Background: an optimization exercise with open tools, aiming at small area. Do not read the settings as production practice.
The RTL was checked by simulation tests, not by an equivalence proof against the original design.
Power and IR drop assume default switching activity.

Design manyakproject, start of the top module:
module manyakproject(clock_50, rst, clock_25, start, high_button, low_button, red_out, blue_out, green_out, hsync, vsync, nsync);
  input clock_50;
  wire clock_50;
  input rst;
  wire rst;
  output clock_25;
  reg clock_25;
  input start;
  wire start;
  input high_button;
  wire high_button;
  input low_button;
  wire low_button;
  output [7:0] red_out;
  wire [7:0] red_out;
  output [7:0] blue_out;
  wire [7:0] blue_out;
  output [7:0] green_out;
  wire [7:0] green_out;
  output hsync;
  wire hsync;
  output vsync;
  wire vsync;
  output nsync;
  wire nsync;
  wire gw0000;
  wire gw0001;
  wire gw0002;
  wire gw0003;
  wire gw0004;
  wire gw0005;
  wire gw0006;
  wire gw0007;
  wire gw0008;
  wire gw0009;
  wire gw0010;
  wire gw0011;
  wire gw0012;
  wire gw0013;
  wire gw0014;
  wire gw0015;
  wire gw0016;
  wire gw0017;
  wire gw0018;
  wire gw0019;
  wire gw0020;
  wire gw0021;
  wire gw0022;
  wire gw0023;
  wire gw0024;
  wire gw0025;
  wire gw0026;
  wire gw0027;
  wire gw0028;
  wire gw0029;
  wire gw0030;
  wire gw0031;
  wire gw0032;
  wire gw0033;
  wire gw0034;
  wire gw0035;
  wire gw0036;
  wire gw0037;
  wire gw0038;
  wire gw0039;
  wire gw0040;
  wire gw0041;
  wire gw0042;
  wire gw0043;
  wire gw0044;
  wire gw0045;
  wire gw0046;
  wire gw0047;
  wire gw0048;
  wire gw0049;
  wire gw0050;
  wire gw0051;
  wire gw0052;
  wire gw0053;
  wire gw0054;
  wire gw0055;
  wire gw0056;
  wire gw0057;
  wire gw0058;
  wire gw0059;
  ...
Size in the first run: roughly 3500 cells after synthesis, ~33 I/O pins, ~23000 um2 of cells after synthesis.
export LEC_CHECK = 0
export ABC_AREA = 1
export CAP_MARGIN = 20
export CORE_MARGIN = 2
export CORE_UTILIZATION = 55
export GPL_TIMING_DRIVEN = 0
export SLEW_MARGIN = 20
export SYNTH_MEMORY_MAX_BITS = 131072
create_clock -name core_clock -period 25.0 [get_ports {clock_50}]
standard.sh (not shown) runs the stock make flow with config.mk's settings and CLKGATE_MAP_FILE= SYNTH_SCRIPT=/design/flow/synth_recipe.tcl, a recipe that flattens the netlist after the stock synthesis.
==> flow/flow/run.sh <==
#!/bin/bash
# Own layout flow: the standard synthesis, then the combinational logic is
# re-mapped with ABC's area mapper (registers untouched), then the standard
# layout from floorplan to finish on that netlist, with a smaller clock tree.
set -euo pipefail
W=$(pwd)
R=orfs/results/$FLOW_PLATFORM/manyakproject/base
LIB=$FLOW_HOME/platforms/$FLOW_PLATFORM/lib/sky130_fd_sc_hd__tt_025C_1v80.lib
YOSYS=$(command -v yosys || true)
[[ -n "$YOSYS" ]] || YOSYS=$FLOW_HOME/../tools/install/yosys/bin/yosys

# 1. standard synthesis
bash standard.sh synth > log_1_standard_synth.txt 2>&1
cp $R/1_2_yosys.v std_1_2_yosys.v

# 2. re-map the logic between the registers
sed -e "s|@LIB@|$LIB|g" -e "s|@IN@|$W/std_1_2_yosys.v|" -e "s|@OUT@|$W/$R/1_2_yosys.v|" \
    -e "s|@ABC@|$W/flow/remap.abc|" -e "s|@TOP@|$FLOW_TOP|" flow/remap.ys.in > remap.ys
"$YOSYS" -l log_2_remap.txt -q remap.ys > /dev/null

# 3. standard layout on the new netlist (1_synth.odb is rebuilt from it)
rm -f $R/1_synth.odb $R/1_synth.sdc
# port buffers: buf_1; clock tree: clkbuf_8 buffers for clusters of up to 12
# registers, no dummy loads
bash standard.sh finish "BUFFER_PORTS_ARGS=-buffer_cell sky130_fd_sc_hd__buf_1" "CTS_ARGS=-sink_clustering_enable -repair_clock_nets -dont_use_dummy_load -buf_list sky130_fd_sc_hd__clkbuf_8 -sink_clustering_size 12 -sink_clustering_max_diameter 60" > log_3_standard_layout.txt 2>&1
==> flow/flow/remap.abc <==
strash
&get -n
&deepsyn -T 120
&put
dch -f
amap -m
topo
==> flow/flow/remap.ys.in <==
# Re-maps the combinational cells of the standard synthesis netlist with ABC's
# area mapper. Every register instance keeps its name and cell: the register
# cells are black boxes here, the other cells are read as their functions.
read_liberty -ignore_miss_func @LIB@
blackbox sky130_fd_sc_hd__*df* sky130_fd_sc_hd__*dl*
read_verilog @IN@
hierarchy -top @TOP@
flatten
opt_clean
abc -liberty @LIB@ -script @ABC@ -dont_use sky130_fd_sc_hd__probe_p_8 -dont_use sky130_fd_sc_hd__probec_p_8 -dont_use sky130_fd_sc_hd__lpflow_*
opt_clean -purge
hilomap -singleton -hicell sky130_fd_sc_hd__conb_1 HI -locell sky130_fd_sc_hd__conb_1 LO
insbuf -buf sky130_fd_sc_hd__buf_1 A X
tee -o remap_stat.txt stat -liberty @LIB@
write_verilog -noattr -noexpr -nohex -nodec @OUT@
Edit:
--- a/flow/config.mk
+++ b/flow/config.mk
@@ -7,8 +7,8 @@
 export LEC_CHECK = 0
 export ABC_AREA = 1
-export CAP_MARGIN = 20
+export CAP_MARGIN = 0
 export CORE_MARGIN = 2
 export CORE_UTILIZATION = 55
 export GPL_TIMING_DRIVEN = 0
-export SLEW_MARGIN = 20
+export SLEW_MARGIN = 0
 export SYNTH_MEMORY_MAX_BITS = 131072
Setup slack loses 1.2 ns.
Clock skew fell by 0.0067 ns.
Cell area fell by 0.36%.

========
Another version of the RTL of manyakproject (not shown whole).
For scale: ~33 I/O pins.
Design manyakproject, start of the top module:
module manyakproject(clock_50, rst, clock_25, start, high_button, low_button, red_out, blue_out, green_out, hsync, vsync, nsync);
clock: 25.0 ns
lec_check: 0
abc_area: 1
cap_margin: 20
core_margin: 2
core_utilization: 65
gpl_timing_driven: 0
slew_margin: 20
synth_memory_max_bits: 131072
==> flow/flow/run.sh <==
#!/bin/bash
# Own layout flow: the standard synthesis, then the combinational logic is
# re-mapped with ABC's area mapper (registers untouched), then the standard
# layout from floorplan to finish on that netlist, with a smaller clock tree.
set -euo pipefail
W=$(pwd)
R=orfs/results/$FLOW_PLATFORM/manyakproject/base
LIB=$FLOW_HOME/platforms/$FLOW_PLATFORM/lib/sky130_fd_sc_hd__tt_025C_1v80.lib
YOSYS=$(command -v yosys || true)
[[ -n "$YOSYS" ]] || YOSYS=$FLOW_HOME/../tools/install/yosys/bin/yosys

# 1. standard synthesis
bash standard.sh synth > log_1_standard_synth.txt 2>&1
cp $R/1_2_yosys.v std_1_2_yosys.v

# 2. re-map the logic between the registers: four ABC runs (deepsyn seeds 0..3)
#    in parallel, keeping the smallest result
for s in 0 1 2 3; do
  sed -e "s|&deepsyn -T 120|\&deepsyn -T 120 -S $s|" flow/remap.abc > remap_$s.abc
  sed -e "s|@LIB@|$LIB|g" -e "s|@IN@|$W/std_1_2_yosys.v|" -e "s|@OUT@|$W/remap_$s.v|" \
      -e "s|@ABC@|$W/remap_$s.abc|" -e "s|@TOP@|$FLOW_TOP|" -e "s|remap_stat.txt|remap_stat_$s.txt|" \
      flow/remap.ys.in > remap_$s.ys
  ("$YOSYS" -l log_2_remap_$s.txt -q remap_$s.ys > /dev/null) &
done
wait
best=$(for s in 0 1 2 3; do a=$(grep -o 'Chip area.*: [0-9.]*' remap_stat_$s.txt 2>/dev/null | grep -o '[0-9.]*$' || true); echo "${a:-1e12} $s"; done | sort -g | head -1 | cut -d' ' -f2)
echo "remap seed $best" > remap_choice.txt
cp remap_$best.v $R/1_2_yosys.v

# 3. standard layout on the new netlist (1_synth.odb is rebuilt from it)
rm -f $R/1_synth.odb $R/1_synth.sdc
# port buffers: buf_1; clock tree: clkbuf_8 buffers for clusters of up to 14
# registers, no dummy loads
bash standard.sh finish "BUFFER_PORTS_ARGS=-buffer_cell sky130_fd_sc_hd__buf_1" "CTS_ARGS=-sink_clustering_enable -repair_clock_nets -dont_use_dummy_load -buf_list sky130_fd_sc_hd__clkbuf_8 -sink_clustering_size 14 -sink_clustering_max_diameter 60" > log_3_standard_layout.txt 2>&1
Scripts as last shown in full above: flow/flow/remap.abc, flow/flow/remap.ys.in
The starting point produced a clean layout.
Next try:
CORE_UTILIZATION = 55   (was 65)
=> The new run finished clean. Global-route usage decreases by 5.9 points. Setup slack is worse by 0.34 ns. Routed wire length rose by a few percent.
Next try:
CAP_MARGIN = 10   (was 20)
SLEW_MARGIN = 10   (was 20)
- total power hardly moves
- via count is about the same
- sequential share of layout area is about the same
- global-route usage is lower by 0.20 points
- first-iteration DRC count rises slightly

port drivers added, routing unchanged:
How much do the figures lean on ideal ports? The routed layouts below were timed once more, with nothing changed but the port constraints. Step 1 sets driving cells, clkbuf_16 on the clock port and buf_2 on the other inputs (assumed; they add their load-dependent delay and slew). Step 2, shift: input delay + t, output delay - t, t = (earliest + latest rising clock arrival at the registers) / 2. This alone moves slack from input paths to output paths. Slacks: no drivers / after step 1 / after step 2; pairs: no drivers / after step 1.
| run | shift t [ns] | setup slack, ns | worst hold slack (ns) |
|---|---|---|---|
| the first run of note 1 | 0.656 | 4.598 / 4.598 / 4.598 | 0.443 / 0.443 / 0.443 |
| the second run of note 1 | 0.682 | 3.378 / 3.378 / 3.378 | 0.441 / 0.441 / 0.441 |
| the first run of note 2 | 0.670 | 4.040 / 4.040 / 4.040 | 0.445 / 0.445 / 0.445 |
| the second run of note 2 | 0.665 | 3.698 / 3.698 / 3.698 | 0.441 / 0.441 / 0.441 |
| the third run of note 2 | 0.649 | 3.240 / 3.240 / 3.240 | 0.442 / 0.442 / 0.442 |
After both steps every run listed still meets setup and hold.
